This design comes from an exercise in tuning for small area and a short achievable clock period on the open sky130 flow, not from production work.
Only simulation tests tie the RTL to the original design; equivalence was not proved.

==> flow/design.v (outline; a module is shown in full before it is edited, if it fits) <==
// module FA: 10 lines
// module conv2d: 2716 lines
module conv2d #(  parameter DATA_WIDTH = 8,  parameter KERNEL_WIDTH = 8,  parameter IMG_WIDTH = 32,  parameter OUT_WIDTH = 21) (
    input  wire                    CLK,
    input  wire                    RST,
    input  wire                    data_valid_in,
    input  wire [DATA_WIDTH-1:0]   data_in,
    input  wire                    load_kernel,
    input  wire [KERNEL_WIDTH-1:0] kernel,
    output wire [OUT_WIDTH-1:0]    data_out,
    output wire                    valid_out,
    output reg                     load_kernel_done);
  // ...
==> flow/flow/run.sh <==
#!/bin/bash
set -euo pipefail
W=$(pwd)
sed '1s/.*/proc synth {args} { yosys synth -nofsm -noshare -noabc {*}$args }/' \
    synth_recipe.tcl > own_synth.tcl
MARGIN=$(cat flow/margin.txt 2>/dev/null || echo 0)
bash standard.sh SYNTH_SCRIPT="$W/own_synth.tcl" SETUP_SLACK_MARGIN="$MARGIN" SKIP_GATE_CLONING=1 finish \
    > own_flow.log 2>&1
==> flow/flow/margin.txt <==
20.7
==> flow/standard.sh <==
#!/bin/bash
# synth_recipe.tcl (not shown) runs the flow's synth.tcl, then flattens the netlist and writes it again
# the make line also repeats each setting of config.mk as NAME=value (left out here)
make -C /OpenROAD-flow-scripts/flow DESIGN_CONFIG=/design/flow/config.mk WORK_HOME=/design/flow/orfs CLKGATE_MAP_FILE= SYNTH_SCRIPT=/design/flow/synth_recipe.tcl "${@:-finish}"
==> flow/config.mk <==
export PLATFORM = sky130hd
export DESIGN_NAME = conv2d
export DESIGN_NICKNAME = conv2d
export VERILOG_FILES = /design/flow/design.v
export SDC_FILE = /design/flow/constraint.sdc
export NUM_CORES = 4
export LEC_CHECK = 0
export ABC_AREA = 1
export CAP_MARGIN = 20
export CORE_MARGIN = 2
export CORE_UTILIZATION = 40
export CTS_BUF_LIST = sky130_fd_sc_hd__clkbuf_8
export CTS_CLUSTER_DIAMETER = 50
export CTS_CLUSTER_SIZE = 16
export SLEW_MARGIN = 20
==> flow/constraint.sdc <==
create_clock -name core_clock -period 35.0 [get_ports {CLK}]
set_input_delay 7.0000 -clock core_clock [delete_from_list [all_inputs] [get_ports {CLK}]]
set_output_delay 7.0000 -clock core_clock [all_outputs]
set_load 0.01 [all_outputs]
==> notes.md, run 1 <==
----------------------------------------------------
[Synthesis]
  Largest cells by area after synthesis ... sky130_fd_sc_hd__edfxtp_1 50%, sky130_fd_sc_hd__fa_1 29%, sky130_fd_sc_hd__o22ai_1 6.4%
  Flop and latch count out of synthesis ... 1,292
  Most used standard cell by instance count after synthesis ... sky130_fd_sc_hd__edfxtp_1
  Fraction of the mapped netlist area in simple logic gates ... 0.0362
  Post-Syn Instances ... 5,374
  Post-synthesis net count ... 6,578
  Commonest cells in the synthesized netlist ... 1,277 x sky130_fd_sc_hd__edfxtp_1, 1,120 x sky130_fd_sc_hd__fa_1, 778 x sky130_fd_sc_hd__o22ai_1
  Number of synthesized flops with an enable pin ... 1,277
  Synth Area in Compound Gates ... 0.113
  Cell area after technology mapping ... 76,200 um^2

[Cells and area]
  Final non-filler cell total ... 8,119
  Most used cells in the layout excluding fill and tap cells ... 1,277 x sky130_fd_sc_hd__edfxtp_1, 1,120 x sky130_fd_sc_hd__fa_1, 778 x sky130_fd_sc_hd__o22ai_1
  Diodes inserted ... 2
  Fraction of layout instances using a drive strength above 1 ... 0.0594
  Total non-filler cell area in the finished layout ... 82,600 um^2
  Relative area of clock buffers and inverters in the final design ... 0.0355
  Multi-input combinational cell area ... 34,700 um^2

[Clock network]
  Clock latency on the worst-skew pair ... 0.98 ns
  Sinks on Clock Net ... 1,292
  Number of hold-repair buffers added at the cts stage ... 0

[STA]
  Endpoints failing hold ... 0
  Final Setup Violations ... 0

[Setup path]
  Series of cell instances along the critical path ... buf_16 -> nand2_4 -> inv_2 -> buf_6
  Launching point of the worst reg2reg path ... kr[120]$_DFFE_PP_
  WP buf/inv ... 3
  Worst setup path class ... primary input to primary output
  Startpoint of the worst setup timing path ... data_valid_in
  Capture point of the worst path ... valid_out

[Global routing]
  GR Util All Layers ... 0.254
  Number of antenna violations at the first check in global routing ... 7
  Global route hottest layer ... met2
  Met3 Usage GRT ... 0.0493

[Route]
  Vias after detailed routing ... 46,700
  DR vias/cell ... 5.75
  Violation count after the first detailed-routing iteration ... 5,643
  Detailed-routing wirelength on met1 ... 107,000 um

[Floorplanning]
  Initial standard-cell utilization of the core ... 0.402

[Status]
  Status ... finished clean

[Place]
  Buffers added on ports ... 42

----------------------------------------------------
==> inputs of run 2 (changes only) <==
==> flow/flow/run.sh (replaced) <==
#!/bin/bash
# Own layout flow: the standard ORFS flow (standard.sh), with these changes.
#  2. Repair steps aim for extra setup slack (SETUP_SLACK_MARGIN, from
#     flow/margin.txt), so that the resizer also works on paths that
#     already meet the 35 ns clock.  Gate cloning is off, so that each input
#     port keeps driving its one input buffer only.
#  3. Port buffers are inserted as buf_1; the resizer sizes them up where
#     timing needs it.
# Every tool's output goes to own_flow.log in this folder and to orfs/logs.
set -euo pipefail
W=$(pwd)
bash flow/mksynth.sh synth_recipe.tcl "$W/flow/abc.script" > own_synth.tcl
MARGIN=$(cat flow/margin.txt)
bash standard.sh SYNTH_SCRIPT="$W/own_synth.tcl" SETUP_SLACK_MARGIN="$MARGIN" \
    SKIP_GATE_CLONING=1 BUFFER_PORTS_ARGS="-buffer_cell sky130_fd_sc_hd__buf_1" finish \
    > own_flow.log 2>&1
==> flow/flow/abc.script (new file) <==
&get -n
&st
&dch
&nf
&put
==> flow/flow/mksynth.sh (new file) <==
#!/bin/bash
# usage: mksynth.sh synth_recipe.tcl ABC_SCRIPT > own_synth.tcl
# synth_recipe.tcl with -noabc added to every "synth" call and the final ABC
# mapping run with ABC_SCRIPT instead of ORFS's abc_speed/abc_area script.
sed '1s/.*/proc synth {args} { yosys synth -nofsm -noshare -noabc {*}$args }/' "$1" | {
  IFS= read -r first; printf '%s\n' "$first"
  cat <<EOT
proc abc {args} {
  set i [lsearch -exact \$args -script]
  if {\$i >= 0} { set args [lreplace \$args [expr {\$i + 1}] [expr {\$i + 1}] {$2}] }
  yosys abc {*}\$args
}
EOT
  cat; }
--- a/flow/config.mk
+++ b/flow/config.mk
@@ -7,3 +7,2 @@
 export LEC_CHECK = 0
-export ABC_AREA = 1
 export CAP_MARGIN = 20
@@ -13,3 +12,3 @@
 export CTS_CLUSTER_DIAMETER = 50
-export CTS_CLUSTER_SIZE = 16
+export CTS_CLUSTER_SIZE = 18
 export SLEW_MARGIN = 20
==> notes.md, run 2 <==
----------------------------------------------------
[Synthesis]
  Post-synthesis net count ... 5,805 (was 6,578)
  Largest cells by area after synthesis ... sky130_fd_sc_hd__edfxtp_1 51%, sky130_fd_sc_hd__fa_1 30%, sky130_fd_sc_hd__a22o_1 8.1% (was sky130_fd_sc_hd__edfxtp_1 50%, sky130_fd_sc_hd__fa_1 29%, sky130_fd_sc_hd__o22ai_1 6.4%)
  Top cell type by total area after synthesis ... sky130_fd_sc_hd__edfxtp_1 (unchanged)
  Most instantiated flip-flop cell in the synthesis netlist ... sky130_fd_sc_hd__edfxtp_1 (unchanged)
  Area share of the leading cell type in the synthesized netlist ... 0.506 (was 0.503)
  Share of synthesized area occupied by flip-flops and latches ... 0.511 (was 0.508)
  Count of warnings emitted by yosys ... 1 (unchanged)
  Number of synthesized flops with an enable pin ... 1,277 (unchanged)
  Proportion of synthesized flip-flops having asynchronous set or reset ... 0.0116 (unchanged)
  Most used standard cell by instance count after synthesis ... sky130_fd_sc_hd__edfxtp_1 (unchanged)
  Post-Syn Instances ... 4,601 (was 5,374)
  Cell area after technology mapping ... 75,700 um^2 (was 76,200 um^2)
  Number of library cell types mapped by synthesis ... 33 (was 30)
  Commonest cells in the synthesized netlist ... 1,277 x sky130_fd_sc_hd__edfxtp_1, 1,120 x sky130_fd_sc_hd__fa_1, 711 x sky130_fd_sc_hd__a21oi_1 (was 1,277 x sky130_fd_sc_hd__edfxtp_1, 1,120 x sky130_fd_sc_hd__fa_1, 778 x sky130_fd_sc_hd__o22ai_1)
  Flop and latch count out of synthesis ... 1,292 (unchanged)
  Synthesized area per cell ... 16.5 um^2 (was 14.2 um^2)

[STA]
  Portion of the clock cycle consumed by the worst path in the final layout ... 0.411 (was 0.408)
  Hold slack final ... 0.400 ns (was 0.401 ns)
  Fin worst setup slack ... 20.63 ns (was 20.71 ns)
  Final Setup Violations ... 0 (unchanged)
  Rel. slew slack ... 0.321 (was 0.300)
  Final critical path time including I/O delays and setup ... 14.37 ns (was 14.29 ns)
  Endpoints failing hold ... 0 (unchanged)
  Setup repair after global routing missed its margin ... true (was false)
  Final number of max-transition violations ... 0 (unchanged)
  Maximum clock skew at final layout ... 0.0473 ns (was 0.0794 ns)
  Actual transition at the worst max-transition pin ... 1.02 ns (was 1.05 ns)
  Maximum achievable frequency ... 69.6 MHz (was 70.0 MHz)
  Setup TNS Final ... 0 ns (unchanged)

[Clock network]
  Clock transition at the registers of the reported paths ... 0.10 ns (was 0.09 ns)
  Maximum buffer depth of the clock tree ... 3 (unchanged)
  Number of hold-repair buffers added at the cts stage ... 0 (unchanged)
  Num CTS Buffers ... 132 (was 138)
  Clock tree from TritonCTS ... yes (unchanged)
  H-tree levels ... 4 (unchanged)
  Sinks on Clock Net ... 1,292 (unchanged)
  Clock latency on the worst-skew pair ... 0.95 ns (was 0.98 ns)
  Clock root buffer ... sky130_fd_sc_hd__clkbuf_8 (unchanged)

[Floorplanning]
  Initial standard-cell utilization of the core ... 0.403 (was 0.402)
  Total die area ... 193,000 um^2 (was 194,000 um^2)
  Num ports ... 43 (unchanged)
  Number of standard-cell rows in the floorplan ... 159 (was 160)
  Die boundary height ... 439 um (was 440 um)
  CORE AREA ... 188,000 um^2 (was 190,000 um^2)
  Overall die width ... 439 um (was 440 um)

[Place]
  Final RePlAce weighted congestion ... 1.02 (about the same)
  Sum of net half-perimeters after detailed placement ... 171,000 um (was 196,000 um)
  Post-placement worst setup slack ... 19.82 ns (was 19.63 ns)
  Buffers added on ports ... 42 (unchanged)

[Route]
  Per-cell routed wire length ... 29.6 um (was 30.1 um)
  Post-DRT Antenna Nets ... 0 (unchanged)
  First drt pass iteration count ... 5 (was 9)
  DR vias/cell ... 5.89 (was 5.75)
  Remaining routing DRC violations ... 0 (unchanged)
  Final wirelength ... 219,000 um (was 244,000 um)
  Violation count after the first detailed-routing iteration ... 5,090 (was 5,643)
  Vias after detailed routing ... 43,500 (was 46,700)

[Cells and area]
  Largest register FFs ... 1,056 (unchanged)
  Layout Area Growth over Synthesis ... 8.60% (was 8.49%)
  Largest registers ... pv x1056, kr x200, out_r x21 (unchanged)
  Fraction of layout instances using a drive strength above 1 ... 0.0487 (was 0.0594)
  Reg area ... 38,700 um^2 (unchanged)
  Most used cells in the layout excluding fill and tap cells ... 1,277 x sky130_fd_sc_hd__edfxtp_1, 1,120 x sky130_fd_sc_hd__fa_1, 711 x sky130_fd_sc_hd__a21oi_1 (was 1,277 x sky130_fd_sc_hd__edfxtp_1, 1,120 x sky130_fd_sc_hd__fa_1, 778 x sky130_fd_sc_hd__o22ai_1)
  Largest Register ... pv (unchanged)
  Multi-input combinational cell area ... 37,000 um^2 (was 34,700 um^2)
  Number of fillers in the final layout ... 16,700 (was 17,000)
  Leading cell type in the layout, fill and taps excluded ... sky130_fd_sc_hd__edfxtp_1 (unchanged)
  Fin nets ... 5,997 (was 6,712)

[Global routing]
  Global-route congestion overflow total ... 0 (unchanged)
  Number of antenna violations at the first check in global routing ... 4 (was 7)
  GR Util All Layers ... 0.229 (was 0.254)
  Vias in the first global route ... 43,700 (was 47,500)
  Largest net degree at the start of global routing ... 177 (was 182)
  Global-route wire length before repair ... 317,000 um (was 349,000 um)

[Setup path]
  Reg-to-reg endpoint ... out_r[17]$_DFFE_PP_ (unchanged)
  Worst Path Required ... 28.00 ns (about the same)
  Type of origin of the critical path ... primary input (unchanged)
  Worst setup path class ... primary input to primary output (unchanged)
  Maximum fanout along the worst path ... 2 (unchanged)
  Length in cells of the worst reg-to-reg path ... 30 (was 35)
  Launching point of the worst reg2reg path ... kr[184]$_DFFE_PP_ (was kr[120]$_DFFE_PP_)
  Arrival time at the worst endpoint ... 7.37 ns (was 7.29 ns)
  Worst reg-to-reg setup slack ... 21.59 ns (was 21.89 ns)
  Endpoint class of the critical path ... primary output (unchanged)

[Job]
  Number of max-cap violations ... 0 (unchanged)

[Status]
  Status ... finished clean (unchanged)

[Worst hold path]
  Hold_sp ... pv[164]$_DFFE_PP_ (was pv[583]$_DFFE_PP_)
  Number of cells traversed by the worst hold path ... 0 (unchanged)
  Hold Path End ... pv[172]$_DFFE_PP_ (was pv[591]$_DFFE_PP_)
  Type of the worst min-delay path ... flop to flop (unchanged)

----------------------------------------------------
run 2: cell type report:
type                       count  share of cell area
inverter                      11            0.000502
multi-input combinational   3298               0.449
timing repair buffer          58             0.00452
sequential                  1292               0.471
clock inverter                93              0.0134
clock buffer                 138              0.0231
tap                         2495              0.0380
antenna                        5            0.000152
run 2: cells by family after synthesis:
| logic type | count (synthesis) | synth area share |
|---|---|---|
| fa+ha+maj | 1184 | 0.307 |
| buf+inv | 11 | 0.000545 |
| compound gates | 1538 | 0.140 |
| xor+xnor | 27 | 0.00312 |
| simple gates | 549 | 0.0379 |
| flops | 1292 | 0.511 |
run 2: how the worst max path moves through the flow:
stage                   from   endpoint  cells past startpoint
4_1_cts        data_valid_in  valid_out                      3
3_5_place_dp   data_valid_in  valid_out                      3
2_1_floorplan  data_valid_in  valid_out                      1
3_3_place_gp   data_valid_in  valid_out                      3
5_1_grt        data_valid_in  valid_out                      3
6_report       data_valid_in  valid_out                      3
run 2: worst max-delay path, cell delays in order:
cell and delay (ns):
sky130_fd_sc_hd__clkbuf_16 0.12, sky130_fd_sc_hd__and2_4 0.13, sky130_fd_sc_hd__buf_6 0.11
run 2: stage by stage:
stage,cell area [um^2],std cells,utilization
3_3_place_gp,79100,7151,0.421
6_report,82200,7390,0.437
5_1_grt,82200,7386,0.437
3_5_place_dp,79100,7151,0.421
2_1_floorplan,75700,4601,-
4_1_cts,82200,7385,0.437
run 2: metal layers:
metal / vias to the layer above / GRT usage / share of wire
li1: 18100 / - / -
met1: 23200 / 0.337 / 0.44
met2: 1853 / 0.334 / 0.44
met3: 356 / 0.0496 / 0.077
met4: 6 / 0.0831 / 0.039
met5: - / 0 / 0.00016
run 2: timing repair:
item | in CTS | in global routing
buffers inserted | 3 | 0
endpoints found under the hold margin | 0 | 0
resized for setup | 7 | 0
setup endpoints to repair | 1 | 1
==> inputs of run 3 (changes only) <==
==> flow/flow/abc.script (replaced) <==
&get -n
&st
&nf
&put
--- a/flow/config.mk
+++ b/flow/config.mk
@@ -11,4 +11,5 @@
 export CTS_BUF_LIST = sky130_fd_sc_hd__clkbuf_8
-export CTS_CLUSTER_DIAMETER = 50
-export CTS_CLUSTER_SIZE = 18
+export CTS_CLUSTER_DIAMETER = 60
+export CTS_CLUSTER_SIZE = 20
+export PLACE_DENSITY = 0.45
 export SLEW_MARGIN = 20
==> notes.md, run 3 <==
----------------------------------------------------
[Status]
  Status ... finished clean (unchanged)

[Route]
  Violation count after the first detailed-routing iteration ... 8,066 (was 5,090)
  Post-DRT Antenna Nets ... 0 (unchanged)
  Vias after detailed routing ... 41,900 (was 43,500)
  Per-cell routed wire length ... 34.1 um (was 29.6 um)
  First drt pass iteration count ... 15 (was 5)
  Final wirelength ... 225,000 um (was 219,000 um)
  DR vias/cell ... 6.35 (was 5.89)
  Remaining routing DRC violations ... 0 (unchanged)

[Floorplanning]
  Die boundary height ... 432 um (was 439 um)
  Initial standard-cell utilization of the core ... 0.402 (was 0.403)
  Overall die width ... 432 um (was 439 um)
  Number of standard-cell rows in the floorplan ... 157 (was 159)
  Total die area ... 187,000 um^2 (was 193,000 um^2)
  CORE AREA ... 183,000 um^2 (was 188,000 um^2)
  Num ports ... 43 (unchanged)

[Clock network]
  Num CTS Buffers ... 115 (was 132)
  H-tree levels ... 3 (was 4)
  Sinks on Clock Net ... 1,292 (unchanged)
  Clock tree from TritonCTS ... yes (unchanged)
  Maximum buffer depth of the clock tree ... 3 (unchanged)
  Clock root buffer ... sky130_fd_sc_hd__clkbuf_8 (unchanged)
  Clock transition at the registers of the reported paths ... 0.11 ns (was 0.10 ns)
  Clock latency on the worst-skew pair ... 0.96 ns (was 0.95 ns)

[Global routing]
  GR Util All Layers ... 0.241 (was 0.229)
  Vias in the first global route ... 42,100 (was 43,700)
  Global-route wire length before repair ... 320,000 um (was 317,000 um)
  Largest net degree at the start of global routing ... 170 (was 177)
  Number of antenna violations at the first check in global routing ... 4 (unchanged)
  Global-route congestion overflow total ... 0 (unchanged)

[Setup path]
  Worst Path Required ... 28.00 ns (about the same)
  Type of origin of the critical path ... primary input (unchanged)
  Arrival time at the worst endpoint ... 7.36 ns (was 7.37 ns)
  Endpoint class of the critical path ... primary output (unchanged)
  Maximum fanout along the worst path ... 2 (unchanged)
  Worst setup path class ... primary input to primary output (unchanged)
  Length in cells of the worst reg-to-reg path ... 29 (was 30)

[Synthesis]
  Flop and latch count out of synthesis ... 1,292 (unchanged)
  Top cell type by total area after synthesis ... sky130_fd_sc_hd__edfxtp_1 (unchanged)
  Count of warnings emitted by yosys ... 1 (unchanged)
  Synthesized area per cell ... 18.6 um^2 (was 16.5 um^2)
  Cell area after technology mapping ... 73,400 um^2 (was 75,700 um^2)
  Share of synthesized area occupied by flip-flops and latches ... 0.528 (was 0.511)
  Largest cells by area after synthesis ... sky130_fd_sc_hd__edfxtp_1 52%, sky130_fd_sc_hd__fa_1 31%, sky130_fd_sc_hd__a222oi_1 9.6% (was sky130_fd_sc_hd__edfxtp_1 51%, sky130_fd_sc_hd__fa_1 30%, sky130_fd_sc_hd__a22o_1 8.1%)
  Proportion of synthesized flip-flops having asynchronous set or reset ... 0.0116 (unchanged)
  Number of library cell types mapped by synthesis ... 40 (was 33)
  Post-synthesis net count ... 5,145 (was 5,805)
  Most instantiated flip-flop cell in the synthesis netlist ... sky130_fd_sc_hd__edfxtp_1 (unchanged)
  Number of synthesized flops with an enable pin ... 1,277 (unchanged)
  Most used standard cell by instance count after synthesis ... sky130_fd_sc_hd__edfxtp_1 (unchanged)
  Area share of the leading cell type in the synthesized netlist ... 0.523 (was 0.506)
  Commonest cells in the synthesized netlist ... 1,277 x sky130_fd_sc_hd__edfxtp_1, 1,120 x sky130_fd_sc_hd__fa_1, 700 x sky130_fd_sc_hd__a222oi_1 (was 1,277 x sky130_fd_sc_hd__edfxtp_1, 1,120 x sky130_fd_sc_hd__fa_1, 711 x sky130_fd_sc_hd__a21oi_1)
  Post-Syn Instances ... 3,941 (was 4,601)

[Cells and area]
  Layout Area Growth over Synthesis ... 8.25% (was 8.60%)
  Final non-filler cell total ... 6,598 (was 7,390)
  Leading cell type in the layout, fill and taps excluded ... sky130_fd_sc_hd__edfxtp_1 (unchanged)
  Fraction of layout instances using a drive strength above 1 ... 0.0518 (was 0.0487)
  Most used cells in the layout excluding fill and tap cells ... 1,277 x sky130_fd_sc_hd__edfxtp_1, 1,120 x sky130_fd_sc_hd__fa_1, 700 x sky130_fd_sc_hd__a222oi_1 (was 1,277 x sky130_fd_sc_hd__edfxtp_1, 1,120 x sky130_fd_sc_hd__fa_1, 711 x sky130_fd_sc_hd__a21oi_1)
  Multi-input combinational cell area ... 34,600 um^2 (was 37,000 um^2)
  Reg area ... 38,700 um^2 (unchanged)
  Largest Register ... pv (unchanged)
  Largest register FFs ... 1,056 (unchanged)
  Largest registers ... pv x1056, kr x200, out_r x21 (unchanged)
  Number of fillers in the final layout ... 16,000 (was 16,700)
  Fin nets ... 5,322 (was 5,997)
  Total non-filler cell area in the finished layout ... 79,400 um^2 (was 82,200 um^2)

[Job]
  Number of max-cap violations ... 0 (unchanged)

[STA]
  Maximum achievable frequency ... 69.6 MHz (about the same)
  Final number of max-transition violations ... 0 (unchanged)
  Actual transition at the worst max-transition pin ... 1.03 ns (was 1.02 ns)
  Maximum clock skew at final layout ... 0.0531 ns (was 0.0473 ns)
  Rel. slew slack ... 0.315 (was 0.321)
  Final Setup Violations ... 0 (unchanged)
  Final critical path time including I/O delays and setup ... 14.36 ns (was 14.37 ns)
  Portion of the clock cycle consumed by the worst path in the final layout ... 0.410 (was 0.411)
  Setup repair after global routing missed its margin ... true (unchanged)
  Endpoints failing hold ... 0 (unchanged)
  Setup TNS Final ... 0 ns (unchanged)

[Place]
  Buffers added on ports ... 42 (unchanged)
  Final RePlAce weighted congestion ... 0.954 (was 1.02)
  Placed cells ... 6,383 (was 7,151)
  Sum of net half-perimeters after detailed placement ... 175,000 um (was 171,000 um)
  Post-placement cell area ... 76,600 um^2 (was 79,100 um^2)

[Worst hold path]
  Type of the worst min-delay path ... flop to flop (unchanged)
  Number of cells traversed by the worst hold path ... 0 (unchanged)

----------------------------------------------------
[run 3: cell types whose count changed after synthesis, sizes merged, moves of 3 or more]
cell    delta
a21oi    -700
a222oi   +700
a22o     -700
mux2       +3
nand2b     +8
nor2       +3
o21ai     +10
o21bai     -3
or3        +3
xor2       +3
[run 3: layout make-up]
class                      instances  area share
sequential                      1292       0.488
multi-input combinational       2636       0.436
tap                             2385      0.0376
clock buffer                     115      0.0199
clock inverter                    92      0.0136
timing repair buffer              60     0.00482
inverter                          13    0.000615
antenna                            5    0.000158
[run 3: worst paths after layout]
path / end / slack, ns / from
worst max-delay path: valid_out / 20.64 / data_valid_in
worst min-delay path: pv[510]$_DFFE_PP_ / 0.39 / pv[502]$_DFFE_PP_
worst max register to register: out_r[19]$_DFFE_PP_ / 21.38 / kr[105]$_DFFE_PP_
worst min register to register: pv[510]$_DFFE_PP_ / 0.39 / pv[502]$_DFFE_PP_
max in group asynchronous: cnt[3]$_DFFE_PN0P_ / 28.32 / RST
min in group asynchronous: counter_load[2]$_DFFE_PN0P_ / 6.12 / RST
[run 3: cells by family after synthesis]
kind of cell             after synthesis  share of synthesized area
adder cells (fa/ha/maj)             1184                      0.317
AND/OR/NAND/NOR                      570                     0.0410
buffers and inverters                 13                   0.000665
multiplexers                           4                   0.000597
AO/OA/AOI/OAI                        850                      0.110
XOR/XNOR                              28                    0.00334
flip-flops                          1292                      0.528
[run 3: worst max-delay path: stages]
cell	delay, ns
sky130_fd_sc_hd__clkbuf_16	0.12
sky130_fd_sc_hd__and2_4	0.13
sky130_fd_sc_hd__buf_6	0.11
[run 3: layer usage]
metal	global-route usage	up-vias	wire, um
li1	-	16800	-
met1	0.364	22900	101000
met2	0.361	1961	102000
met3	0.0412	269	15600
met4	0.0652	2	6700
met5	0	-	13
[run 3: through the flow]
stage	setup slack [ns]	hold slack [ns]	utilization
after floorplan	20.83	0.400	-
after global placement	19.75	0.400	0.420
after detailed placement	19.80	0.405	0.420
after CTS	20.63	0.402	0.435
after global routing	20.63	0.407	0.435
final	20.64	0.394	0.435
[run 3: what timing repair did]
action                                  in CTS  in global routing
endpoints found under the setup margin       1                  1
resized for setup                            6                  0
buffers inserted                             3                  0
hold buffers                                 0                  0
hold endpoints to repair                     0                  0
==> inputs of run 4 (changes only) <==
==> flow/flow/margin.txt (replaced) <==
21.0
==> notes.md, run 4 <==
----------------------------------------------------
[Floorplanning]
  Die boundary height ... 432 um (unchanged)
  Num ports ... 43 (unchanged)
  Initial standard-cell utilization of the core ... 0.402 (unchanged)
  CORE AREA ... 183,000 um^2 (unchanged)
  Number of standard-cell rows in the floorplan ... 157 (unchanged)
  Overall die width ... 432 um (unchanged)
  Total die area ... 187,000 um^2 (unchanged)

[Route]
  DR vias/cell ... 6.36 (was 6.35)
  Per-cell routed wire length ... 34.0 um (was 34.1 um)
  Detailed-routing wirelength on met1 ... 99,400 um (was 101,000 um)
  Post-DRT Antenna Nets ... 0 (unchanged)
  Remaining routing DRC violations ... 0 (unchanged)
  Final wirelength ... 226,000 um (was 225,000 um)
  Vias after detailed routing ... 42,300 (was 41,900)
  Uppermost metal layer occupied by signal nets ... met5 (unchanged)
  Violation count after the first detailed-routing iteration ... 8,580 (was 8,066)
  First drt pass iteration count ... 17 (was 15)
  Routed wire length on met2 ... 102,000 um (about the same)
  Total met3 wirelength after detailed routing ... 16,900 um (was 15,600 um)

[Synthesis]
  Area share of the leading cell type in the synthesized netlist ... 0.523 (unchanged)
  Cell area after technology mapping ... 73,400 um^2 (unchanged)
  Share of synthesized area occupied by flip-flops and latches ... 0.528 (unchanged)
  Largest cells by area after synthesis ... sky130_fd_sc_hd__edfxtp_1 52%, sky130_fd_sc_hd__fa_1 31%, sky130_fd_sc_hd__a222oi_1 9.6% (unchanged)
  Proportion of synthesized flip-flops having asynchronous set or reset ... 0.0116 (unchanged)
  Number of library cell types mapped by synthesis ... 40 (unchanged)
  Count of warnings emitted by yosys ... 1 (unchanged)
  Commonest cells in the synthesized netlist ... 1,277 x sky130_fd_sc_hd__edfxtp_1, 1,120 x sky130_fd_sc_hd__fa_1, 700 x sky130_fd_sc_hd__a222oi_1 (unchanged)
  Post-synthesis net count ... 5,145 (unchanged)
  Top cell type by total area after synthesis ... sky130_fd_sc_hd__edfxtp_1 (unchanged)
  Number of synthesized flops with an enable pin ... 1,277 (unchanged)
  Post-Syn Instances ... 3,941 (unchanged)
  Most used standard cell by instance count after synthesis ... sky130_fd_sc_hd__edfxtp_1 (unchanged)
  Flop and latch count out of synthesis ... 1,292 (unchanged)
  Synthesized area per cell ... 18.6 um^2 (unchanged)
  Most instantiated flip-flop cell in the synthesis netlist ... sky130_fd_sc_hd__edfxtp_1 (unchanged)

[Cells and area]
  Leading cell type in the layout, fill and taps excluded ... sky130_fd_sc_hd__edfxtp_1 (unchanged)
  Largest registers ... pv x1056, kr x200, out_r x21 (unchanged)
  Number of fillers in the final layout ... 15,900 (was 16,000)
  Fin nets ... 5,365 (was 5,322)
  Layout Area Growth over Synthesis ... 8.91% (was 8.25%)
  Most used cells in the layout excluding fill and tap cells ... 1,277 x sky130_fd_sc_hd__edfxtp_1, 1,120 x sky130_fd_sc_hd__fa_1, 700 x sky130_fd_sc_hd__a222oi_1 (unchanged)
  Largest Register ... pv (unchanged)
  Largest register FFs ... 1,056 (unchanged)
  Fraction of layout instances using a drive strength above 1 ... 0.0629 (was 0.0518)

[STA]
  Endpoints failing hold ... 0 (unchanged)
  Portion of the clock cycle consumed by the worst path in the final layout ... 0.410 (about the same)
  Actual transition at the worst max-transition pin ... 1.05 ns (was 1.03 ns)
  Final number of max-transition violations ... 0 (unchanged)
  Final Setup Violations ... 0 (unchanged)
  Final critical path time including I/O delays and setup ... 14.36 ns (about the same)
  Setup repair after global routing missed its margin ... true (unchanged)
  Hold slack final ... 0.368 ns (was 0.394 ns)
  Maximum achievable frequency ... 69.6 MHz (about the same)
  Maximum clock skew at final layout ... 0.0759 ns (was 0.0531 ns)
  Rel. slew slack ... 0.302 (was 0.315)
  Setup TNS Final ... 0 ns (unchanged)

[Global routing]
  Global-route wire length before repair ... 321,000 um (was 320,000 um)
  GR Util All Layers ... 0.242 (was 0.241)
  Global-route congestion overflow total ... 0 (unchanged)
  Number of antenna violations at the first check in global routing ... 5 (was 4)
  Vias in the first global route ... 42,500 (was 42,100)
  Largest net degree at the start of global routing ... 168 (was 170)

[Place]
  Sum of net half-perimeters after detailed placement ... 176,000 um (was 175,000 um)
  Buffers added on ports ... 42 (unchanged)
  Final RePlAce weighted congestion ... 0.973 (was 0.954)

[Setup path]
  Worst Path Required ... 28.00 ns (about the same)
  Crit path max-delay family ... buffers and inverters (unchanged)
  Arrival time at the worst endpoint ... 7.36 ns (about the same)
  Type of origin of the critical path ... primary input (unchanged)
  Highest cell delay on the worst timing path ... 0.13 ns (about the same)
  Max stage delay cell, worst path ... sky130_fd_sc_hd__and2_4 (unchanged)
  Maximum fanout along the worst path ... 2 (unchanged)
  Series of cell instances along the critical path ... clkbuf_16 -> and2_4 -> buf_6 (unchanged)
  Endpoint class of the critical path ... primary output (unchanged)
  Worst setup path class ... primary input to primary output (unchanged)
  WP buf/inv ... 2 (unchanged)

[Clock network]
  Clock root buffer ... sky130_fd_sc_hd__clkbuf_8 (unchanged)
  Maximum buffer depth of the clock tree ... 3 (unchanged)
  Sinks on Clock Net ... 1,292 (unchanged)
  Number of hold-repair buffers added at the cts stage ... 0 (unchanged)
  Clock latency on the worst-skew pair ... 0.97 ns (was 0.96 ns)
  Clock tree from TritonCTS ... yes (unchanged)
  Num CTS Buffers ... 116 (was 115)
  H-tree levels ... 3 (unchanged)
  Clock transition at the registers of the reported paths ... 0.11 ns (about the same)

[Status]
  Status ... finished clean (unchanged)

[Worst hold path]
  Type of the worst min-delay path ... flop to flop (unchanged)

[Job]
  Number of max-cap violations ... 0 (unchanged)

----------------------------------------------------
[run 4: cell counts after synthesis]
Identical to the previous run, type by type.
[run 4: final timing paths]
path | start | to | slack, ns | cells after the start
max | data_valid_in | valid_out | 20.64 | 3
min | pv[501]$_DFFE_PP_ | pv[509]$_DFFE_PP_ | 0.37 | 0
max reg2reg | kr[137]$_DFFE_PP_ | out_r[19]$_DFFE_PP_ | 21.37 | 31
min reg2reg | pv[501]$_DFFE_PP_ | pv[509]$_DFFE_PP_ | 0.37 | 0
max in group asynchronous | RST | cnt[4]$_DFFE_PN0P_ | 28.34 | 1
min in group asynchronous | RST | load_kernel_done$_DFFE_PN0P_ | 6.13 | 1
[run 4: cell families (layout without fill, tap and decap cells)]
logic type,count (synthesis),in the layout,synth area share
other,0,7,0
adders and majority gates,1184,1184,0.317
muxes,4,4,0.000597
and+or+nand+nor,570,570,0.0410
AOI/OAI and AO/OA,850,850,0.110
xor gates and xnor gates,28,28,0.00334
buffers and inverters,13,330,0.000665
DFF,1292,1292,0.528
[run 4: cell type report]
type                       count  area [um^2]  share of cell area
timing repair buffer         102          669             0.00838
antenna                        7         17.5            0.000219
inverter                      13         48.8            0.000611
multi-input combinational   2636        34600               0.433
clock inverter                99         1250              0.0157
clock buffer                 116         1600              0.0200
tap                         2385         2980              0.0374
sequential                  1292        38700               0.485
[run 4: per-layer routing]
metal,global-route usage,vias up
met5,0,-
met4,0.0701,4
met3,0.0443,304
met2,0.363,2170
met1,0.361,22900
li1,-,16900
[run 4: per-stage QoR]
stage	instances	util	cell area (um^2)	setup slack [ns]
finish	6650	0.437	79900	20.64
global placement	6384	0.420	76600	19.81
detailed placement	6384	0.420	76600	19.85
global route	6649	0.437	79900	20.63
floorplan	3941	-	73400	20.88
CTS	6602	0.435	79600	20.64
[run 4: what timing repair did]
item / CTS / global route
resized for setup: 4 / 1
endpoints found under the setup margin: 1 / 2
setup buffers: 3 / 41
==> inputs of run 5 (changes only) <==
==> flow/flow/margin.txt (replaced) <==
20.7
--- a/flow/config.mk
+++ b/flow/config.mk
@@ -8,2 +8,4 @@
 export CAP_MARGIN = 20
+export CELL_PAD_IN_SITES_DETAIL_PLACEMENT = 1
+export CELL_PAD_IN_SITES_GLOBAL_PLACEMENT = 1
 export CORE_MARGIN = 2
@@ -13,3 +15,2 @@
 export CTS_CLUSTER_SIZE = 20
-export PLACE_DENSITY = 0.45
 export SLEW_MARGIN = 20
==> notes.md, run 5 <==
----------------------------------------------------
[Route]
  Violation count after the first detailed-routing iteration ... 8,290 (was 8,580)
  Post-DRT Antenna Nets ... 0 (unchanged)
  Final wirelength ... 224,000 um (was 226,000 um)
  Per-cell routed wire length ... 34.0 um (about the same)
  Remaining routing DRC violations ... 0 (unchanged)
  Vias after detailed routing ... 42,100 (was 42,300)
  DR vias/cell ... 6.40 (was 6.36)
  First drt pass iteration count ... 14 (was 17)

[Synthesis]
  Largest cells by area after synthesis ... sky130_fd_sc_hd__edfxtp_1 52%, sky130_fd_sc_hd__fa_1 31%, sky130_fd_sc_hd__a222oi_1 9.6% (unchanged)
  Post-synthesis net count ... 5,145 (unchanged)
  Commonest cells in the synthesized netlist ... 1,277 x sky130_fd_sc_hd__edfxtp_1, 1,120 x sky130_fd_sc_hd__fa_1, 700 x sky130_fd_sc_hd__a222oi_1 (unchanged)
  Area share of the leading cell type in the synthesized netlist ... 0.523 (unchanged)
  Number of synthesized flops with an enable pin ... 1,277 (unchanged)
  Number of library cell types mapped by synthesis ... 40 (unchanged)
  Cell area after technology mapping ... 73,400 um^2 (unchanged)
  Most instantiated flip-flop cell in the synthesis netlist ... sky130_fd_sc_hd__edfxtp_1 (unchanged)
  Top cell type by total area after synthesis ... sky130_fd_sc_hd__edfxtp_1 (unchanged)
  Proportion of synthesized flip-flops having asynchronous set or reset ... 0.0116 (unchanged)
  Post-Syn Instances ... 3,941 (unchanged)
  Flop and latch count out of synthesis ... 1,292 (unchanged)
  Share of synthesized area occupied by flip-flops and latches ... 0.528 (unchanged)
  Synthesized area per cell ... 18.6 um^2 (unchanged)
  Count of warnings emitted by yosys ... 1 (unchanged)
  Most used standard cell by instance count after synthesis ... sky130_fd_sc_hd__edfxtp_1 (unchanged)

[Cells and area]
  Layout Area Growth over Synthesis ... 8.20% (was 8.91%)
  Number of fillers in the final layout ... 17,300 (was 15,900)
  Fin nets ... 5,319 (was 5,365)
  Fraction of layout instances using a drive strength above 1 ... 0.0489 (was 0.0629)
  Largest Register ... pv (unchanged)
  Largest register FFs ... 1,056 (unchanged)
  Largest registers ... pv x1056, kr x200, out_r x21 (unchanged)
  Reg area ... 38,700 um^2 (unchanged)
  Multi-input combinational cell area ... 34,600 um^2 (about the same)
  Post-layout utilization of the core ... 0.434 (was 0.437)
  Leading cell type in the layout, fill and taps excluded ... sky130_fd_sc_hd__edfxtp_1 (unchanged)
  Most used cells in the layout excluding fill and tap cells ... 1,277 x sky130_fd_sc_hd__edfxtp_1, 1,120 x sky130_fd_sc_hd__fa_1, 700 x sky130_fd_sc_hd__a222oi_1 (unchanged)

[Floorplanning]
  Total die area ... 187,000 um^2 (unchanged)
  Initial standard-cell utilization of the core ... 0.402 (unchanged)
  Die boundary height ... 432 um (unchanged)
  Num ports ... 43 (unchanged)
  Overall die width ... 432 um (unchanged)
  CORE AREA ... 183,000 um^2 (unchanged)
  Number of standard-cell rows in the floorplan ... 157 (unchanged)

[STA]
  Portion of the clock cycle consumed by the worst path in the final layout ... 0.410 (about the same)
  Setup TNS Final ... 0 ns (unchanged)
  Final critical path time including I/O delays and setup ... 14.37 ns (was 14.36 ns)
  Actual transition at the worst max-transition pin ... 1.03 ns (was 1.05 ns)
  Maximum clock skew at final layout ... 0.0606 ns (was 0.0759 ns)
  Rel. slew slack ... 0.315 (was 0.302)
  Maximum achievable frequency ... 69.6 MHz (about the same)
  Final number of max-transition violations ... 0 (unchanged)
  Endpoints failing hold ... 0 (unchanged)
  Setup repair after global routing missed its margin ... true (unchanged)
  Final Setup Violations ... 0 (unchanged)

[Setup path]
  Worst setup path class ... primary input to primary output (unchanged)
  Launching point of the worst reg2reg path ... kr[120]$_DFFE_PP_ (was kr[137]$_DFFE_PP_)
  Worst Path Required ... 28.00 ns (about the same)
  Worst reg-to-reg setup slack ... 21.25 ns (was 21.37 ns)
  Reg-to-reg endpoint ... out_r[19]$_DFFE_PP_ (unchanged)
  Type of origin of the critical path ... primary input (unchanged)
  Maximum fanout along the worst path ... 2 (unchanged)
  Arrival time at the worst endpoint ... 7.37 ns (was 7.36 ns)
  Length in cells of the worst reg-to-reg path ... 29 (was 31)
  Endpoint class of the critical path ... primary output (unchanged)

[Global routing]
  GR Util All Layers ... 0.242 (about the same)
  Largest net degree at the start of global routing ... 204 (was 168)
  Number of antenna violations at the first check in global routing ... 5 (unchanged)
  Vias in the first global route ... 44,100 (was 42,500)
  Global-route wire length before repair ... 324,000 um (was 321,000 um)
  Global-route congestion overflow total ... 0 (unchanged)

[Place]
  Sum of net half-perimeters after detailed placement ... 175,000 um (was 176,000 um)
  Buffers added on ports ... 42 (unchanged)
  Final RePlAce weighted congestion ... 0.994 (was 0.973)

[Worst hold path]
  Number of cells traversed by the worst hold path ... 0 (unchanged)
  Hold_sp ... pv[826]$_DFFE_PP_ (was pv[501]$_DFFE_PP_)
  Type of the worst min-delay path ... flop to flop (unchanged)
  Hold Path End ... pv[834]$_DFFE_PP_ (was pv[509]$_DFFE_PP_)

[Clock network]
  Clock root buffer ... sky130_fd_sc_hd__clkbuf_8 (unchanged)
  Clock tree from TritonCTS ... yes (unchanged)
  Num CTS Buffers ... 110 (was 116)
  Clock latency on the worst-skew pair ... 0.95 ns (was 0.97 ns)
  H-tree levels ... 3 (unchanged)
  Maximum buffer depth of the clock tree ... 3 (unchanged)
  Sinks on Clock Net ... 1,292 (unchanged)
  Clock transition at the registers of the reported paths ... 0.12 ns (was 0.11 ns)

[Status]
  Status ... finished clean (unchanged)

[Job]
  Number of max-cap violations ... 0 (unchanged)

----------------------------------------------------
[run 5: kinds of logic after synthesis]
| group | synth area share |
|---|---|
| adder cells (fa/ha/maj) | 0.317 |
| XOR/XNOR | 0.00334 |
| flip-flops | 0.528 |
| multiplexers | 0.000597 |
| buffers and inverters | 0.000665 |
| AO/OA/AOI/OAI | 0.110 |
| AND/OR/NAND/NOR | 0.0410 |
[run 5: worst max-delay path, cell delays in order]
cell and delay, ns:
sky130_fd_sc_hd__clkbuf_16 0.12, sky130_fd_sc_hd__and2_4 0.13, sky130_fd_sc_hd__buf_6 0.11
[run 5: area by class of cell]
class	count	area share
Inverter	13	0.000615
Antenna cell	3	0.0000946
Clock buffer	111	0.0192
Multi-Input combinational cell	2636	0.436
Sequential cell	1292	0.488
Clock inverter	78	0.0140
Tap cell	2385	0.0376
Timing Repair Buffer	62	0.00481
[run 5: through the flow]
step	cells	hold slack, ns	instance area, um^2	worst slack (ns)
after floorplan	3941	0.400	73400	20.83
after global placement	6384	0.400	76600	19.84
after detailed placement	6384	0.405	76600	19.87
after CTS	6576	0.397	79300	20.63
after global routing	6578	0.413	79400	20.63
final	6580	0.396	79400	20.63
[run 5: repair_timing]
| action | CTS | global route |
|---|---|---|
| setup buffers | 3 | 0 |
| endpoints found under the setup margin | 1 | 1 |
| resized for setup | 6 | 0 |
| hold buffers | 0 | 0 |
| endpoints found under the hold margin | 0 | 0 |
[run 5: worst max-delay path by stage]
| stage | start | end | slack (ns) | depth (start not counted) |
|---|---|---|---|---|
| after floorplan | data_valid_in | valid_out | 20.83 | 1 |
| after global placement | data_valid_in | valid_out | 19.84 | 3 |
| after detailed placement | data_valid_in | valid_out | 19.87 | 3 |
| final | data_valid_in | valid_out | 20.63 | 3 |
| after global routing | data_valid_in | valid_out | 20.63 | 3 |
| after CTS | data_valid_in | valid_out | 20.63 | 3 |
[run 5: layer usage]
metal / global-route usage / up-vias / share of wire / wire length, um
met5: 0 / - / 0.000085 / 19
met2: 0.372 / 2097 / 0.46 / 104000
met3: 0.0397 / 308 / 0.077 / 17200
met1: 0.349 / 22900 / 0.42 / 95000
met4: 0.0844 / 2 / 0.037 / 8240
li1: - / 16800 / - / -
==> inputs of run 6 (changes only) <==
--- a/flow/config.mk
+++ b/flow/config.mk
@@ -7,5 +7,3 @@
 export LEC_CHECK = 0
-export CAP_MARGIN = 20
-export CELL_PAD_IN_SITES_DETAIL_PLACEMENT = 1
-export CELL_PAD_IN_SITES_GLOBAL_PLACEMENT = 1
+export CAP_MARGIN = 10
 export CORE_MARGIN = 2
@@ -15,2 +13,3 @@
 export CTS_CLUSTER_SIZE = 20
-export SLEW_MARGIN = 20
+export PLACE_DENSITY = 0.45
+export SLEW_MARGIN = 10
==> notes.md, run 6 <==
----------------------------------------------------
[STA]
  Setup TNS Final ... 0 ns (unchanged)
  Final number of max-transition violations ... 0 (unchanged)
  Rel. slew slack ... 0.250 (was 0.315)
  Maximum clock skew at final layout ... 0.0532 ns (was 0.0606 ns)
  Fin worst setup slack ... 20.64 ns (was 20.63 ns)
  Setup repair after global routing missed its margin ... true (unchanged)
  Maximum achievable frequency ... 69.6 MHz (about the same)
  Final critical path time including I/O delays and setup ... 14.36 ns (was 14.37 ns)
  Endpoints failing hold ... 0 (unchanged)
  Final Setup Violations ... 0 (unchanged)
  Actual transition at the worst max-transition pin ... 1.12 ns (was 1.03 ns)
  Portion of the clock cycle consumed by the worst path in the final layout ... 0.410 (about the same)

[Setup path]
  Worst setup path class ... primary input to primary output (unchanged)
  Startpoint of the worst setup timing path ... data_valid_in (unchanged)
  Worst Path Required ... 28.00 ns (about the same)
  Max stage delay cell, worst path ... sky130_fd_sc_hd__and2_4 (unchanged)
  Length in cells of the worst reg-to-reg path ... 30 (was 29)
  Endpoint class of the critical path ... primary output (unchanged)
  Reg-to-reg endpoint ... out_r[19]$_DFFE_PP_ (unchanged)
  Maximum fanout along the worst path ... 2 (unchanged)
  Type of origin of the critical path ... primary input (unchanged)
  WP buf/inv ... 2 (unchanged)
  Crit path max-delay family ... buffers and inverters (unchanged)
  Worst reg-to-reg setup slack ... 21.37 ns (was 21.25 ns)
  Highest cell delay on the worst timing path ... 0.13 ns (about the same)
  Capture point of the worst path ... valid_out (unchanged)
  Arrival time at the worst endpoint ... 7.36 ns (was 7.37 ns)
  Series of cell instances along the critical path ... clkbuf_16 -> and2_4 -> buf_6 (unchanged)
  Number of gates on the worst path with buffers counted ... 3 (unchanged)
  Launching point of the worst reg2reg path ... kr[105]$_DFFE_PP_ (was kr[120]$_DFFE_PP_)

[Place]
  Final RePlAce weighted congestion ... 0.954 (was 0.994)
  Placed cells ... 6,383 (was 6,384)
  Buffers added on ports ... 42 (unchanged)
  Post-placement worst setup slack ... 19.80 ns (was 19.87 ns)
  Sum of net half-perimeters after detailed placement ... 175,000 um (about the same)

[Cells and area]
  Post-layout utilization of the core ... 0.435 (was 0.434)
  Leading cell type in the layout, fill and taps excluded ... sky130_fd_sc_hd__edfxtp_1 (unchanged)
  Layout Area Growth over Synthesis ... 8.24% (was 8.20%)
  Most used cells in the layout excluding fill and tap cells ... 1,277 x sky130_fd_sc_hd__edfxtp_1, 1,120 x sky130_fd_sc_hd__fa_1, 700 x sky130_fd_sc_hd__a222oi_1 (unchanged)
  Largest register FFs ... 1,056 (unchanged)
  Largest Register ... pv (unchanged)
  Fraction of layout instances using a drive strength above 1 ... 0.0518 (was 0.0489)
  Final non-filler cell total ... 6,598 (was 6,580)
  Fin nets ... 5,322 (was 5,319)
  Largest registers ... pv x1056, kr x200, out_r x21 (unchanged)

[Route]
  Final wirelength ... 225,000 um (was 224,000 um)
  Uppermost metal layer occupied by signal nets ... met5 (unchanged)
  Post-DRT Antenna Nets ... 0 (unchanged)
  DR vias/cell ... 6.36 (was 6.40)
  Total met3 wirelength after detailed routing ... 15,700 um (was 17,200 um)
  Routed wire length on met2 ... 102,000 um (was 104,000 um)
  Violation count after the first detailed-routing iteration ... 8,066 (was 8,290)
  Per-cell routed wire length ... 34.0 um (about the same)
  Detailed-routing wirelength on met1 ... 100,000 um (was 95,000 um)
  Remaining routing DRC violations ... 0 (unchanged)
  Vias after detailed routing ... 41,900 (was 42,100)
  First drt pass iteration count ... 17 (was 14)

[Synthesis]
  Most instantiated flip-flop cell in the synthesis netlist ... sky130_fd_sc_hd__edfxtp_1 (unchanged)
  Largest cells by area after synthesis ... sky130_fd_sc_hd__edfxtp_1 52%, sky130_fd_sc_hd__fa_1 31%, sky130_fd_sc_hd__a222oi_1 9.6% (unchanged)
  Synth Area in Adders ... 0.317 (unchanged)
  Flop and latch count out of synthesis ... 1,292 (unchanged)
  Xor and xnor fraction of the mapped netlist area ... 0.00334 (unchanged)
  Synth Area in Compound Gates ... 0.110 (unchanged)
  Share of synthesized area occupied by flip-flops and latches ... 0.528 (unchanged)
  Count of warnings emitted by yosys ... 1 (unchanged)
  Post-synthesis net count ... 5,145 (unchanged)
  Largest family of logic cells by synthesized area ... adder cells (unchanged)
  Multiplexer fraction of the synthesized cell area ... 0.000597 (unchanged)
  Number of library cell types mapped by synthesis ... 40 (unchanged)
  Synthesized area per cell ... 18.6 um^2 (unchanged)
  Cell area after technology mapping ... 73,400 um^2 (unchanged)
  Post-Syn Instances ... 3,941 (unchanged)
  Most used standard cell by instance count after synthesis ... sky130_fd_sc_hd__edfxtp_1 (unchanged)
  Top cell type by total area after synthesis ... sky130_fd_sc_hd__edfxtp_1 (unchanged)
  Number of synthesized flops with an enable pin ... 1,277 (unchanged)
  Proportion of synthesized flip-flops having asynchronous set or reset ... 0.0116 (unchanged)
  Commonest cells in the synthesized netlist ... 1,277 x sky130_fd_sc_hd__edfxtp_1, 1,120 x sky130_fd_sc_hd__fa_1, 700 x sky130_fd_sc_hd__a222oi_1 (unchanged)
  Fraction of the mapped netlist area in simple logic gates ... 0.0410 (unchanged)
  Area share of the leading cell type in the synthesized netlist ... 0.523 (unchanged)

[Clock network]
  Clock transition at the registers of the reported paths ... 0.11 ns (was 0.12 ns)
  Num CTS Buffers ... 115 (was 110)
  Maximum buffer depth of the clock tree ... 3 (unchanged)
  Clock tree from TritonCTS ... yes (unchanged)
  Sinks on Clock Net ... 1,292 (unchanged)
  H-tree levels ... 3 (unchanged)
  Clock latency on the worst-skew pair ... 0.96 ns (was 0.95 ns)
  Clock root buffer ... sky130_fd_sc_hd__clkbuf_8 (unchanged)

[Job]
  Number of max-cap violations ... 0 (unchanged)

[Global routing]
  GR Util All Layers ... 0.241 (was 0.242)
  Number of antenna violations at the first check in global routing ... 4 (was 5)
  Global-route wire length before repair ... 320,000 um (was 324,000 um)
  Vias in the first global route ... 42,100 (was 44,100)
  Largest net degree at the start of global routing ... 170 (was 204)
  Global-route congestion overflow total ... 0 (unchanged)

[Floorplanning]
  Num ports ... 43 (unchanged)
  CORE AREA ... 183,000 um^2 (unchanged)
  Overall die width ... 432 um (unchanged)
  Initial standard-cell utilization of the core ... 0.402 (unchanged)
  Number of standard-cell rows in the floorplan ... 157 (unchanged)
  Die boundary height ... 432 um (unchanged)
  Total die area ... 187,000 um^2 (unchanged)

[Worst hold path]
  Type of the worst min-delay path ... flop to flop (unchanged)
  Hold_sp ... pv[502]$_DFFE_PP_ (was pv[826]$_DFFE_PP_)

[Status]
  Status ... finished clean (unchanged)

----------------------------------------------------
-- run 6: cell types whose count changed in the layout (fill, tap and decap cells not counted), sizes merged --
cell,delta
inv,+10
clkbuf,+4
clkinvlp,+3
buf,-2
clkinv,+2
diode,+2
bufinv,-1
-- run 6: worst min-delay path by stage --
stage | end | depth (start not counted) | slack, ns
floorplan | pv[1000]$_DFFE_PP_ | 0 | 0.40
global placement | pv[617]$_DFFE_PP_ | 0 | 0.40
detailed placement | pv[1005]$_DFFE_PP_ | 0 | 0.40
CTS | pv[510]$_DFFE_PP_ | 0 | 0.40
global route | pv[591]$_DFFE_PP_ | 0 | 0.41
finish | pv[510]$_DFFE_PP_ | 0 | 0.39
-- run 6: repair_timing --
item / CTS / global route
hold buffers: 0 / 0
endpoints found under the hold margin: 0 / 0
buffers inserted: 3 / 0
endpoints found under the setup margin: 1 / 1
gates resized for setup: 6 / 0
-- run 6: area by class of cell --
class	count	area, um^2
Inverter	13	48.8
Clock buffer	115	1580
Multi-Input combinational cell	2636	34600
Tap cell	2385	2980
Timing Repair Buffer	60	379
Fill cell	16000	103000
Clock inverter	92	1080
Antenna cell	5	12.5
Sequential cell	1292	38700
-- run 6: metrics by stage --
stage          instance area, um^2  hold slack [ns]
2_1_floorplan                73400            0.400
3_3_place_gp                 76600            0.400
3_5_place_dp                 76600            0.405
4_1_cts                      79400            0.402
5_1_grt                      79400            0.407
6_report                     79400            0.394
-- run 6: logic make-up (layout without fill, tap and decap cells) --
kind of cell	Yosys count	in the layout
flip-flops	1292	1292
adder cells (fa/ha/maj)	1184	1184
AO/OA/AOI/OAI	850	850
AND/OR/NAND/NOR	570	570
XOR/XNOR	28	28
buffers and inverters	13	280
multiplexers	4	4
other	0	5
-- run 6: layer usage --
metal  up-vias  GRT usage
li1      16800          -
met1     22900      0.364
met2      2026      0.361
met3       270     0.0412
met4         2     0.0652
met5         -          0
==> inputs of run 7 (changes only) <==
==> flow/config.mk (replaced) <==
export PLATFORM = sky130hd
export DESIGN_NAME = conv2d
export DESIGN_NICKNAME = conv2d
export VERILOG_FILES = /design/flow/design.v
export SDC_FILE = /design/flow/constraint.sdc
export NUM_CORES = 4
export LEC_CHECK = 0
export CAP_MARGIN = 20
export CELL_PAD_IN_SITES_DETAIL_PLACEMENT = 1
export CELL_PAD_IN_SITES_GLOBAL_PLACEMENT = 1
export CORE_MARGIN = 2
export CORE_UTILIZATION = 40
export CTS_BUF_LIST = sky130_fd_sc_hd__clkbuf_16
export CTS_CLUSTER_DIAMETER = 80
export CTS_CLUSTER_SIZE = 30
export SLEW_MARGIN = 20
==> notes.md, run 7 <==
----------------------------------------------------
[Cells and area]
  Largest register FFs ... 1,056 (unchanged)
  Largest Register ... pv (unchanged)
  Most used cells in the layout excluding fill and tap cells ... 1,277 x sky130_fd_sc_hd__edfxtp_1, 1,120 x sky130_fd_sc_hd__fa_1, 700 x sky130_fd_sc_hd__a222oi_1 (unchanged)
  Layout Area Growth over Synthesis ... 8.83% (was 8.24%)
  Largest registers ... pv x1056, kr x200, out_r x21 (unchanged)
  Leading cell type in the layout, fill and taps excluded ... sky130_fd_sc_hd__edfxtp_1 (unchanged)
  Multi-input combinational cell area ... 34,600 um^2 (unchanged)
  Reg area ... 38,700 um^2 (unchanged)
  Final non-filler cell total ... 6,528 (was 6,598)
  Number of fillers in the final layout ... 17,200 (was 16,000)
  Fraction of layout instances using a drive strength above 1 ... 0.0389 (was 0.0518)
  Fin nets ... 5,289 (was 5,322)

[Synthesis]
  Fraction of the mapped netlist area in simple logic gates ... 0.0410 (unchanged)
  Largest cells by area after synthesis ... sky130_fd_sc_hd__edfxtp_1 52%, sky130_fd_sc_hd__fa_1 31%, sky130_fd_sc_hd__a222oi_1 9.6% (unchanged)
  Flop and latch count out of synthesis ... 1,292 (unchanged)
  Most instantiated flip-flop cell in the synthesis netlist ... sky130_fd_sc_hd__edfxtp_1 (unchanged)
  Most used standard cell by instance count after synthesis ... sky130_fd_sc_hd__edfxtp_1 (unchanged)
  Synth Area in Compound Gates ... 0.110 (unchanged)
  Number of library cell types mapped by synthesis ... 40 (unchanged)
  Post-synthesis net count ... 5,145 (unchanged)
  Commonest cells in the synthesized netlist ... 1,277 x sky130_fd_sc_hd__edfxtp_1, 1,120 x sky130_fd_sc_hd__fa_1, 700 x sky130_fd_sc_hd__a222oi_1 (unchanged)
  Multiplexer fraction of the synthesized cell area ... 0.000597 (unchanged)
  Number of synthesized flops with an enable pin ... 1,277 (unchanged)
  Share of synthesized area occupied by flip-flops and latches ... 0.528 (unchanged)
  Proportion of synthesized flip-flops having asynchronous set or reset ... 0.0116 (unchanged)
  Cell area after technology mapping ... 73,400 um^2 (unchanged)
  Top cell type by total area after synthesis ... sky130_fd_sc_hd__edfxtp_1 (unchanged)
  Count of warnings emitted by yosys ... 1 (unchanged)
  Area share of the leading cell type in the synthesized netlist ... 0.523 (unchanged)
  Post-Syn Instances ... 3,941 (unchanged)
  Largest family of logic cells by synthesized area ... adder cells (unchanged)
  Xor and xnor fraction of the mapped netlist area ... 0.00334 (unchanged)
  Synth Area in Adders ... 0.317 (unchanged)
  Synthesized area per cell ... 18.6 um^2 (unchanged)

[Clock network]
  Clock root buffer ... sky130_fd_sc_hd__clkbuf_16 (was sky130_fd_sc_hd__clkbuf_8)
  H-tree levels ... 3 (unchanged)
  Clock tree from TritonCTS ... yes (unchanged)
  Number of hold-repair buffers added at the cts stage ... 0 (unchanged)
  Num CTS Buffers ... 80 (was 115)
  Clock latency on the worst-skew pair ... 0.78 ns (was 0.96 ns)
  Sinks on Clock Net ... 1,292 (unchanged)
  Maximum buffer depth of the clock tree ... 3 (unchanged)
  Clock transition at the registers of the reported paths ... 0.10 ns (was 0.11 ns)

[Route]
  Vias after detailed routing ... 42,000 (was 41,900)
  Violation count after the first detailed-routing iteration ... 8,371 (was 8,066)
  Per-cell routed wire length ... 34.2 um (was 34.0 um)
  Final wirelength ... 223,000 um (was 225,000 um)
  DR vias/cell ... 6.44 (was 6.36)
  First drt pass iteration count ... 14 (was 17)
  Remaining routing DRC violations ... 0 (unchanged)
  Post-DRT Antenna Nets ... 0 (unchanged)

[Global routing]
  Vias in the first global route ... 43,900 (was 42,100)
  Largest net degree at the start of global routing ... 204 (was 170)
  Global-route wire length before repair ... 323,000 um (was 320,000 um)
  Number of antenna violations at the first check in global routing ... 3 (was 4)
  Global-route congestion overflow total ... 0 (unchanged)
  GR Util All Layers ... 0.241 (about the same)

[STA]
  Hold slack final ... 0.408 ns (was 0.394 ns)
  Setup TNS Final ... 0 ns (unchanged)
  Final Setup Violations ... 0 (unchanged)
  Maximum achievable frequency ... 69.6 MHz (about the same)
  Final critical path time including I/O delays and setup ... 14.37 ns (was 14.36 ns)
  Portion of the clock cycle consumed by the worst path in the final layout ... 0.410 (about the same)
  Actual transition at the worst max-transition pin ... 1.05 ns (was 1.12 ns)
  Endpoints failing hold ... 0 (unchanged)
  Rel. slew slack ... 0.302 (was 0.250)
  Maximum clock skew at final layout ... 0.0531 ns (was 0.0532 ns)
  Setup repair after global routing missed its margin ... true (unchanged)
  Final number of max-transition violations ... 0 (unchanged)

[Floorplanning]
  Number of standard-cell rows in the floorplan ... 157 (unchanged)
  Initial standard-cell utilization of the core ... 0.402 (unchanged)
  Die boundary height ... 432 um (unchanged)
  Total die area ... 187,000 um^2 (unchanged)
  Num ports ... 43 (unchanged)
  CORE AREA ... 183,000 um^2 (unchanged)
  Overall die width ... 432 um (unchanged)

[Status]
  Status ... finished clean (unchanged)

[Setup path]
  Worst reg-to-reg setup slack ... 21.27 ns (was 21.37 ns)
  Capture point of the worst path ... valid_out (unchanged)
  Type of origin of the critical path ... primary input (unchanged)
  Launching point of the worst reg2reg path ... kr[73]$_DFFE_PP_ (was kr[105]$_DFFE_PP_)
  Maximum fanout along the worst path ... 2 (unchanged)
  Worst setup path class ... primary input to primary output (unchanged)
  Startpoint of the worst setup timing path ... data_valid_in (unchanged)
  Endpoint class of the critical path ... primary output (unchanged)
  Reg-to-reg endpoint ... out_r[19]$_DFFE_PP_ (unchanged)
  Length in cells of the worst reg-to-reg path ... 29 (was 30)
  Worst Path Required ... 28.00 ns (about the same)
  Arrival time at the worst endpoint ... 7.37 ns (was 7.36 ns)

[Place]
  Placed cells ... 6,384 (was 6,383)
  Final RePlAce weighted congestion ... 0.994 (was 0.954)
  Sum of net half-perimeters after detailed placement ... 175,000 um (about the same)
  Buffers added on ports ... 42 (unchanged)

[Worst hold path]
  Type of the worst min-delay path ... flop to flop (unchanged)

[Job]
  Number of max-cap violations ... 0 (unchanged)

----------------------------------------------------
-- run 7: worst min-delay path by stage --
stage | startpoint | slack, ns | endpoint | depth (start not counted)
after global placement | pv[650]$_DFFE_PP_ | 0.40 | pv[658]$_DFFE_PP_ | 0
after detailed placement | pv[363]$_DFFE_PP_ | 0.41 | pv[371]$_DFFE_PP_ | 0
after floorplan | pv[992]$_DFFE_PP_ | 0.40 | pv[1000]$_DFFE_PP_ | 0
final | pv[859]$_DFFE_PP_ | 0.41 | pv[867]$_DFFE_PP_ | 0
after global routing | pv[800]$_DFFE_PP_ | 0.41 | pv[808]$_DFFE_PP_ | 0
after CTS | pv[152]$_DFFE_PP_ | 0.40 | pv[160]$_DFFE_PP_ | 0
-- run 7: per-layer routing --
metal | GRT usage | vias to the layer above | part of all wire
li1 | - | 16700 | -
met1 | 0.349 | 22900 | 0.42
met2 | 0.371 | 2123 | 0.46
met3 | 0.0385 | 253 | 0.076
met4 | 0.0840 | 2 | 0.036
met5 | 0 | - | 0.000090
-- run 7: final cells by class --
type | count | share of cell area
repair buffers | 62 | 0.00487
multi-input cells | 2636 | 0.433
flip-flops and latches | 1292 | 0.485
well taps | 2385 | 0.0374
inverters | 13 | 0.000611
clock inverters | 58 | 0.0134
diodes | 1 | 0.0000313
clock buffers | 81 | 0.0254
-- run 7: metrics by stage --
stage,setup WS [ns],cell area [um^2],utilization
2_1_floorplan,20.83,73400,-
3_3_place_gp,19.84,76600,0.419
3_5_place_dp,19.87,76600,0.419
4_1_cts,20.63,79800,0.437
5_1_grt,20.63,79800,0.437
6_report,20.63,79800,0.437
-- run 7: logic make-up after synthesis --
family	count (synthesis)
AND/OR/NAND/NOR	570
flip-flops	1292
adder cells (fa/ha/maj)	1184
XOR/XNOR	28
AO/OA/AOI/OAI	850
buffers and inverters	13
multiplexers	4
-- run 7: worst max-delay path, stage by stage --
cell and delay, ns:
sky130_fd_sc_hd__clkbuf_16 0.12, sky130_fd_sc_hd__and2_4 0.13, sky130_fd_sc_hd__buf_6 0.11
-- run 7: timing repair --
action	CTS	global route
resized for setup	6	0
endpoints found under the setup margin	1	1
buffers inserted	3	0

[afterwards: timing with drivers on the ports]
Ports are ideal in the flow. The routed layouts listed here were re-timed in OpenROAD. Step 1, drivers: a clkbuf_16 drives CLK and a buf_2 each remaining input, both assumed. Step 2 times the ports against the registers' clock, not the clock port: input delays grow and output delays shrink by t, the midpoint of the rising clock arrivals with the driver on. a / b / c = ideal ports / drivers / drivers and shift; a / b = the first two.
run	shift t [ns]	setup slack, ns	worst setup path after step 2	slew at the worst register clock pin (ns)	worst slew at a driven data input, ns
run 1	1.021	20.710 / 20.651 / 20.651	input to output	0.10 / 0.10	0.09
run 2	1.004	20.632 / 20.591 / 20.591	input to output	0.11 / 0.11	0.05
run 3	1.023	20.636 / 20.594 / 20.594	input to output	0.12 / 0.12	0.05
run 4	0.998	20.640 / 20.600 / 20.600	input to output	0.12 / 0.12	0.05
run 5	0.997	20.633 / 20.591 / 20.591	input to output	0.12 / 0.12	0.05
run 6	1.022	20.636 / 20.594 / 20.594	input to output	0.12 / 0.12	0.05
run 7	0.840	20.635 / 20.593 / 20.593	input to output	0.11 / 0.11	0.05
After both steps every run listed still meets setup and hold. The setup slack of run 1, which loses most, moves by -0.059 ns with the drivers and by -0.059 ns with both steps.
